Source: an optimization exercise on an open RTL-to-GDS flow (aim: small area, a short achievable clock period and few clock cycles). Production flows keep margins and buffers that such runs may drop. In this exercise RTL edits were held to simulation tests only and were not proved equivalent to the original. Power figures rest on the tool's default switching activity, not on a simulated workload.

## design/flow/config.mk

```make
export PLATFORM = sky130hd
export DESIGN_NAME = MIPS_TopModule
export DESIGN_NICKNAME = MIPS_TopModule
export VERILOG_FILES = /design/flow/design.v
export SDC_FILE = /design/flow/constraint.sdc
export NUM_CORES = 4
export LEC_CHECK = 0
export CAP_MARGIN = 20
export CORE_MARGIN = 2
export CORE_UTILIZATION = 40
export SLEW_MARGIN = 20
```

## design/flow/constraint.sdc

```tcl
create_clock -name core_clock -period 9.0 [get_ports {clk}]
set_input_delay 1.8000 -clock core_clock [delete_from_list [all_inputs] [get_ports {clk}]]
set_output_delay 1.8000 -clock core_clock [all_outputs]
set_load 0.01 [all_outputs]
```

## design/flow/design.v

```verilog
`timescale 1ns / 1ps
module Control(
    input [5:0] inst_in,
    output reg [1:0] RegDst,      
    output reg Branch,
    output reg MemRead,
    output reg [1:0] MemtoReg,    
    output reg [1:0] ALUop,       
    output reg MemWrite,
    output reg ALUsrc,
    output reg RegWrite,
    output reg Jump,
    output reg JumpReg,
    output reg Halt
    );
always @(*)
begin
	RegDst = 2'b00;
	ALUsrc = 0;
	MemtoReg = 2'b00;
	RegWrite = 0;
	MemRead = 0;
	MemWrite = 0;
	Branch = 0;
	ALUop = 2'b00;
	Jump = 0;
	JumpReg = 0;
	Halt = 0;
	case (inst_in)
	6'b000000: begin  
		RegDst = 2'b01; RegWrite = 1; ALUop = 2'b10;
	end
	6'b100011: begin  
		ALUsrc = 1; MemtoReg = 2'b01; RegWrite = 1; MemRead = 1;
	end
	6'b101011: begin  
		ALUsrc = 1; MemWrite = 1;
	end
	6'b001000: begin  
		ALUsrc = 1; RegWrite = 1;
	end
	6'b001100, 6'b001101: begin  
		ALUsrc = 1; RegWrite = 1; ALUop = 2'b11;
	end
	6'b000100: begin  
		Branch = 1; ALUop = 2'b01;
	end
	6'b000010: begin  
		Jump = 1;
	end
	6'b000011: begin  
		RegDst = 2'b10; MemtoReg = 2'b10; RegWrite = 1; Jump = 1;
	end
	6'b000111: begin  
		JumpReg = 1;
	end
	6'b111111: begin  
		Halt = 1;
	end
	default: ;
	endcase
end
endmodule
`timescale 1ns / 1ps
module ALU_control(
input [1:0]ALU_op,
input [5:0]inst,
input opcode_lsb,
output reg [3:0]op
 );
always @(*)
begin
	op = 4'b0010;
	if(ALU_op == 2'b01)
		op = 4'b0110;
	else if(ALU_op == 2'b11)
		op = opcode_lsb ? 4'b0001 : 4'b0000;  
	else if(ALU_op == 2'b10)
	begin
		case (inst)
		6'b100000: op = 4'b0010;  
		6'b011000: op = 4'b0010;  
		6'b100010: op = 4'b0110;  
		6'b100100: op = 4'b0000;  
		6'b100101: op = 4'b0001;  
		6'b101010: op = 4'b0111;  
		6'b100111: op = 4'b1100;  
		default:   op = 4'b0010;
		endcase
	end
end
endmodule
`timescale 1ns / 1ps
module ALU_32(
    output reg Zero,
    output reg [31:0] ALU_Result,
    input [3:0] ALU_Operation,
    input [31:0] in_left,
    input [31:0] in_right,
    input en,
	 input clk
    );
	reg [31:0] internal_ALU_Result;
	reg internal_Zero;
	always@(*)begin
		internal_Zero = (in_left==in_right);
		case(ALU_Operation)
			0: internal_ALU_Result = in_left & in_right;
			1:	internal_ALU_Result = in_left | in_right;
			2: internal_ALU_Result = in_left + in_right;
			6:	internal_ALU_Result = in_left - in_right;
			7:	internal_ALU_Result = ($signed(in_left) < $signed(in_right)) ? 32'd1 : 32'd0;
			12:internal_ALU_Result = ~(in_left | in_right);
			default:internal_ALU_Result = in_left + in_right;
		endcase
	end
	always@(posedge clk)begin
		if (en) begin
			Zero <= internal_Zero;
			ALU_Result <= internal_ALU_Result;
		end
	end
endmodule
`timescale 1ns / 1ps
module Register_File(
    input [4:0] ReadRegister_1,
	 output [31:0] Read_Data_1,
    input [4:0] ReadRegister_2,
	 output [31:0] Read_Data_2,
    input [4:0] WriteRegister,
    input [31:0] WriteData,
	 input RegWrite,
	 input clk
    );
	reg [31:0]reg_array[31:1];
	assign Read_Data_1 = (ReadRegister_1 == 5'd0) ? 32'd0 : reg_array[ReadRegister_1];
	assign Read_Data_2 = (ReadRegister_2 == 5'd0) ? 32'd0 : reg_array[ReadRegister_2];
	always@(posedge clk)begin
		if(RegWrite && WriteRegister != 5'd0)
			reg_array[WriteRegister] <= WriteData;
	end
endmodule
`timescale 1ns / 1ps
module Sign_Extend(
    input [15:0] in,
    output reg [31:0] out,
    input en,
	 input clk
    );
	always @( posedge clk ) begin
		if (en)
			out[31:0] <= { {16{in[15]}}, in[15:0] };
	end
endmodule
`timescale 1ns / 1ps
module MUX_2to1 #(parameter param = 32) (
    input [param-1:0] in_0,
    input [param-1:0] in_1,
	 input select,
    output reg [param-1:0] Out
    );
	always@(*)begin
		if(select)
			Out = in_1;
		else
			Out = in_0;
	end
endmodule
`timescale 1ns / 1ps
module MUX_3to1 #(parameter param = 32) (
	 input [param-1:0] in_0,
    input [param-1:0] in_1,
	 input [param-1:0] in_2,
	 input [1:0]select,
    output reg [param-1:0] Out
    );
	always@(*)begin
		if(select==2'd0)
			Out = in_0;
		else if(select==2'd1)
			Out = in_1;
		else
			Out = in_2;
	end
endmodule
`timescale 1ns / 1ps
module Incrementer(
    input [7:0] d,
    output [7:0] q
    );
	assign q = d + 8'd1;
endmodule
`timescale 1ns / 1ps
module Add(
    input [7:0] in_1,
    input [7:0] in_2,
    output [7:0] out
    );
	assign out = in_1 + in_2;
endmodule
`timescale 1ns / 1ps
module PC_Register(
    input clk,
    input rst,
    input en,
    input [7:0] d,
    output reg [7:0] q
    );
	always@(posedge clk)
		if (rst)
			q <= 8'd0;
		else if (en)
			q <= d;
endmodule
`timescale 1ns / 1ps
module MIPS_TopModule(
    input clk,
    input rst,
    output wire [7:0]  imem_addr,
    input  wire [31:0] imem_rdata,
    output wire [6:0]  dmem_addr,
    output wire [31:0] dmem_wdata,
    output wire        dmem_we,
    output wire        dmem_re,
    input  wire [31:0] dmem_rdata,
    output wire        halted
    );
	localparam S_FETCH = 3'd0, S_DECODE = 3'd1, S_EXEC = 3'd2, S_MEMWB = 3'd3,
	           S_LOADWB = 3'd4, S_HALT = 3'd5;
	reg [2:0] state;
	wire [31:0] Instruction = imem_rdata;
	wire [1:0] RegDst, MemtoReg, ALUop;
	wire Branch, MemRead, MemWrite, ALUsrc, RegWrite, Jump, JumpReg, Halt;
	Control UUT_Control(Instruction[31:26],RegDst,Branch,MemRead,MemtoReg,
	ALUop,MemWrite,ALUsrc,RegWrite,Jump,JumpReg,Halt);
	wire [7:0] q_pc, q_incrementer, output_mux_5, Add_Result, output_mux_4, jump_address;
	wire pc_en = (state == S_MEMWB && !MemRead && !Halt) || (state == S_LOADWB);
	PC_Register UUT_PC_Register(clk,rst,pc_en,output_mux_5,q_pc);
	Incrementer UUT_Incrementer(q_pc,q_incrementer);
	assign imem_addr = q_pc;
	wire [4:0] output_mux_1;
	MUX_3to1 #(5) UUT_1(Instruction[20:16],Instruction[15:11],5'd31,RegDst,output_mux_1);
	wire [31:0] Read_Data_1, Read_Data_2, output_mux_3;
	wire rf_we = (state == S_MEMWB && RegWrite && !MemRead) || (state == S_LOADWB);
	Register_File UUT_Register_File(Instruction[25:21],Read_Data_1,
	Instruction[20:16],Read_Data_2,output_mux_1,output_mux_3,rf_we,clk);
	wire [31:0] output_signExtend;
	Sign_Extend UUT_Sign_Extend(Instruction[15:0],output_signExtend,state == S_DECODE,clk);
	wire [31:0] output_mux_2;
	MUX_2to1 #(32) UUT_2(Read_Data_2,output_signExtend,ALUsrc,output_mux_2);
	wire [3:0] op;
	ALU_control UUT_ALU_control(ALUop,Instruction[5:0],Instruction[26],op);
	wire Zero;
	wire [31:0] ALU_Result;
	ALU_32 UUT_ALU_32(Zero,ALU_Result,op,Read_Data_1,output_mux_2,state == S_EXEC,clk);
	assign dmem_addr  = ALU_Result[6:0];
	assign dmem_wdata = Read_Data_2;
	assign dmem_we    = (state == S_MEMWB) && MemWrite;
	assign dmem_re    = (state == S_MEMWB) && MemRead;
	MUX_3to1 #(32) UUT_3(ALU_Result,dmem_rdata,{24'd0, q_incrementer},MemtoReg,output_mux_3);
	wire output_and = Branch & Zero;
	Add UUT_Add(output_signExtend[7:0],q_incrementer,Add_Result);
	MUX_2to1 #(8) UUT_4(q_incrementer,Add_Result,output_and,output_mux_4);
	assign jump_address = JumpReg ? Read_Data_1[7:0] : Instruction[7:0];
	MUX_2to1 #(8) UUT_5(output_mux_4,jump_address,Jump | JumpReg,output_mux_5);
	always @(posedge clk) begin
		if (rst)
			state <= S_FETCH;
		else case (state)
			S_FETCH:  state <= S_DECODE;
			S_DECODE: state <= S_EXEC;
			S_EXEC:   state <= S_MEMWB;
			S_MEMWB:  state <= Halt ? S_HALT : (MemRead ? S_LOADWB : S_FETCH);
			S_LOADWB: state <= S_FETCH;
			S_HALT:   state <= S_HALT;
			default:  state <= S_FETCH;
		endcase
	end
	assign halted = (state == S_HALT);
endmodule
```

## design/flow/run.sh

```bash
#!/bin/bash
# synth_recipe.tcl (not shown) runs the flow's synth.tcl, then flattens the netlist and writes it again
# the make line also repeats each setting of config.mk as NAME=value (left out here)
make -C /OpenROAD-flow-scripts/flow DESIGN_CONFIG=/design/flow/config.mk WORK_HOME=/design/flow/orfs CLKGATE_MAP_FILE= SYNTH_SCRIPT=/design/flow/synth_recipe.tcl finish
```

==> results.txt <==
synthesized flop and latch total=1,052; Fmax=135.0 MHz; Post-CTS Setup Bufs=0; routability congestion estimate=0.9311; reg2reg start=UUT_Register_File.reg_array[11][1]; clock insertion delay at the later pin of the skew report=0.74 ns; die extent in x=375.3 microns; Hold Crit Start=UUT_PC_Register.q[7]; CP Cell Sequence=buf_8 > buf_4 > buf_12 > buf_12 > mux4_2 > a22o_1 > nand2_1 > o2111ai_1 > and2_1 > clkdlybuf4s50_1; Resized cells post-CTS=0; total core area=137,200 sq um; Switching Share=0.2643; count of buffers from port buffering=115; layout cells sized above 1=0.2585; average detailed-routed wire length per instance=32.16 microns; number of antenna violations at the first check in global routing=7; setup total negative slack=0 ns; placement-stage worst setup slack=0.9659 ns; synthesized netlist cell count=3,512; count of final max-slew check failures=0; Vert. Die Dim=375.3 microns; via total after detailed routing=35,037; critical path class=in -> out; combinational group share of total power=0.160; worst hold slack across all endpoints=0.5377 ns; setup repair after global routing missed its margin=false; minimum clock period=7.405 ns; Required @ worst endpoint=7.20 ns; placed cell count=5,314; slew at the pin closest to its max-slew limit=1.211 ns; initial core utilization=0.4022; detailed-route vias per instance=6.352; post-route cell area=62,710 sq um; layout-stage area growth over the synthesis result=13.69%; Avg Cell Area, Syn=15.71 sq um; Max-Slew Margin vs Limit=0.1907; clock-pin slew reported for the worst setup and hold paths after clock tree synthesis=0.07 ns; largest stage delay on the critical path=0.60 ns; pin count of the biggest net entering global routing=80; count of clock tree sinks=1,052; worst-path fanout max=65; Worst setup SP type=primary input; count of distinct cell types in the synthesized netlist=98; Arrival @ worst endpoint=5.60 ns; Seq pwr share=0.456; clock buffer count from CTS=107; vias in the first global route=34,577; count of standard-cell rows=136; cell chosen for the clock root=sky130_fd_sc_hd__clkbuf_16; number of DRC violations after detailed routing=0; timing startpoint of the critical path=imem_rdata[16]; total power draw=12.10 mW; final cell utilization of the core=0.4572; die outline area=140,900 sq um; post-route setup slack=1.595 ns; Final HPWL DP=109,700 microns; run status=timing/DRC/antenna clean; Initial DRT Pass Iterations=5; final hold viol count=0; largest vdd supply drop=0.1656 mV; leading post-synthesis cells by cell area=sky130_fd_sc_hd__edfxtp_1, sky130_fd_sc_hd__mux4_2, sky130_fd_sc_hd__mux2i_1, sky130_fd_sc_hd__ha_1, sky130_fd_sc_hd__a21oi_1; aggregate routed wire length=177,400 microns; count of non-filler cells in the finished layout=5,516; Int Power=8.905 mW; Synth async-reset ratio=0; number of nets with antenna violations after routing=0; CTS tree=built; buffers from clock root to sink, at most=3; Main synth FF type=sky130_fd_sc_hd__edfxtp_1; Worst Clk Skew=0.04395 ns; number of warnings issued by yosys=11; htree depth=3; Final nets=3,815; total congestion overflow after global routing=0; overall fraction of global-route tracks in use=0.2492; number of enable-type register cells in the synthesized netlist=1,041; Seq/Total Area, Yosys=0.5707; Syn Std Cell Area=55,160 sq um; hold buffer count at cts=0; total net switching power=3.200 mW; library cell occupying the most area in the post-synthesis netlist=sky130_fd_sc_hd__edfxtp_1; Crit-path slowest cell=sky130_fd_sc_hd__mux4_2; kind of capture point of the worst setup path=output pin; Finish-stage setup viols=0; Initial DRC Count=4,447; I/O pin count=116; clock network fraction of design power=0.384; wire length of the first global-routing pass=252,600 microns; number of max-cap violations=0; nets in the synthesized netlist=3,698; static leakage power=20.74 nW; placed standard-cell area=59,030 sq um; library cell with the highest instance count after synthesis=sky130_fd_sc_hd__edfxtp_1; Critical Path Most Common Cell=sky130_fd_sc_hd__buf_12; leading post-synthesis cells by instance count=sky130_fd_sc_hd__edfxtp_1, sky130_fd_sc_hd__mux4_2, sky130_fd_sc_hd__nor2_1, sky130_fd_sc_hd__a21oi_1; Pwr per Cell Area=193.0 nW/um^2; worst min path class=reg -> reg; Final Cycle Share=0.8228; top-area cell type share of the netlist area=0.5667
==> flip-flops by register name, indices dropped and copies added, names as in the netlist <==
register	count
UUT_ALU_32.ALU_Result	32
UUT_PC_Register.q	8
state	3
UUT_Register_File.reg_array	992
UUT_Sign_Extend.out	16
UUT_ALU_32.Zero	1
==> cells in the final DEF (no fill, tap or decap), types with 29 or more instances in the layout <==
master and n:
sky130_fd_sc_hd__or2_2 29, sky130_fd_sc_hd__ha_1 117, sky130_fd_sc_hd__xnor2_1 31, sky130_fd_sc_hd__mux2i_1 162, sky130_fd_sc_hd__inv_1 105, sky130_fd_sc_hd__a211oi_1 65, sky130_fd_sc_hd__mux4_2 507, sky130_fd_sc_hd__a21oi_1 215
sky130_fd_sc_hd__nor3_1 33, sky130_fd_sc_hd__o21ai_0 65, sky130_fd_sc_hd__clkbuf_16 108, sky130_fd_sc_hd__nand2_1 160, sky130_fd_sc_hd__edfxtp_1 1041, sky130_fd_sc_hd__buf_4 135, sky130_fd_sc_hd__nor2_1 234, sky130_fd_sc_hd__clkdlybuf4s50_1 106
sky130_fd_sc_hd__nor2_4 31
==> worst paths after layout <==
path | endpoint | slack [ns] | depth (start not counted)
setup / recovery | dmem_wdata[16] | 1.60 | 10
setup reg to reg | UUT_ALU_32.ALU_Result[26] | 2.88 | 19
hold reg to reg | UUT_PC_Register.q[7] | 0.54 | 2
hold / removal | UUT_PC_Register.q[7] | 0.54 | 2
==> critical path: cells and delay by family <==
kind            cells  cell delay (ns)
simple gates        2             0.43
buf+inv             5             2.07
mux                 1             0.60
compound gates      2             0.58
==> layout make-up <==
cell class,instances,area (sq um)
fillers,11808,74440
clock inverters,81,879.6
flip-flops and latches,1052,31480
clock buffers,120,2748
well taps,1794,2245
repair buffers,252,2275
multi-input cells,2108,22670
diodes,1,2.502
inverters,108,410.4
==> power by group through the flow <==
stage                     Clock [mW]  Sequential (mW)  Combinational (mW)
final                           4.65             5.52                1.94
after detailed placement           0             5.62                1.91
after global placement             0             5.62                1.91
after CTS                       4.70             5.52                1.92
after global routing            4.88             5.52                2.08
after floorplan                    0             5.62                1.27
==> metal layers <==
| metal | GRT usage | wire length (microns) |
|---|---|---|
| met3 | 0.04081 | 16620 |
| met2 | 0.3965 | 83560 |
| met4 | 0.08184 | 5398 |
| met1 | 0.3501 | 71780 |
| met5 | 0 | 20 |
==> cells by family after synthesis <==
| logic type | Yosys count | share of synthesized area |
|---|---|---|
| muxes | 687 | 0.2401 |
| DFF | 1052 | 0.5707 |
| xor gates and xnor gates | 45 | 0.007145 |
| buffers and inverters | 352 | 0.02659 |
| and+or+nand+nor | 640 | 0.05369 |
| AOI/OAI and AO/OA | 616 | 0.07415 |
| adders and majority gates | 120 | 0.02763 |
Testbench counts, summed over its fixed seeds: cycles 106,987.

afterwards: timing with drivers on the ports:
In the flow no input, the clock included, has a driving cell. The finished layout below was timed again as built, in two steps. Step 1, drivers: a clkbuf_16 drives clk and a buf_2 each remaining input, both assumed. Step 2 moves the port delays by t, midway between the first and last clock arrival at a register: inputs arrive t later, outputs are due t later. That takes back most of the time a late clock gives input paths. Slacks: ideal ports / drivers / drivers and shift; pairs: ideal ports / drivers.
t (ns): 0.797
slack for setup (ns): 1.595 / 1.539 / 0.920
clock arrival spread, ns: 0.047 / 0.047
worst slew at a driven data input, ns: 0.12
After both steps setup and hold are still met in this run. The setup slack of this run moves by -0.056 ns with the drivers and by -0.675 ns with both steps.
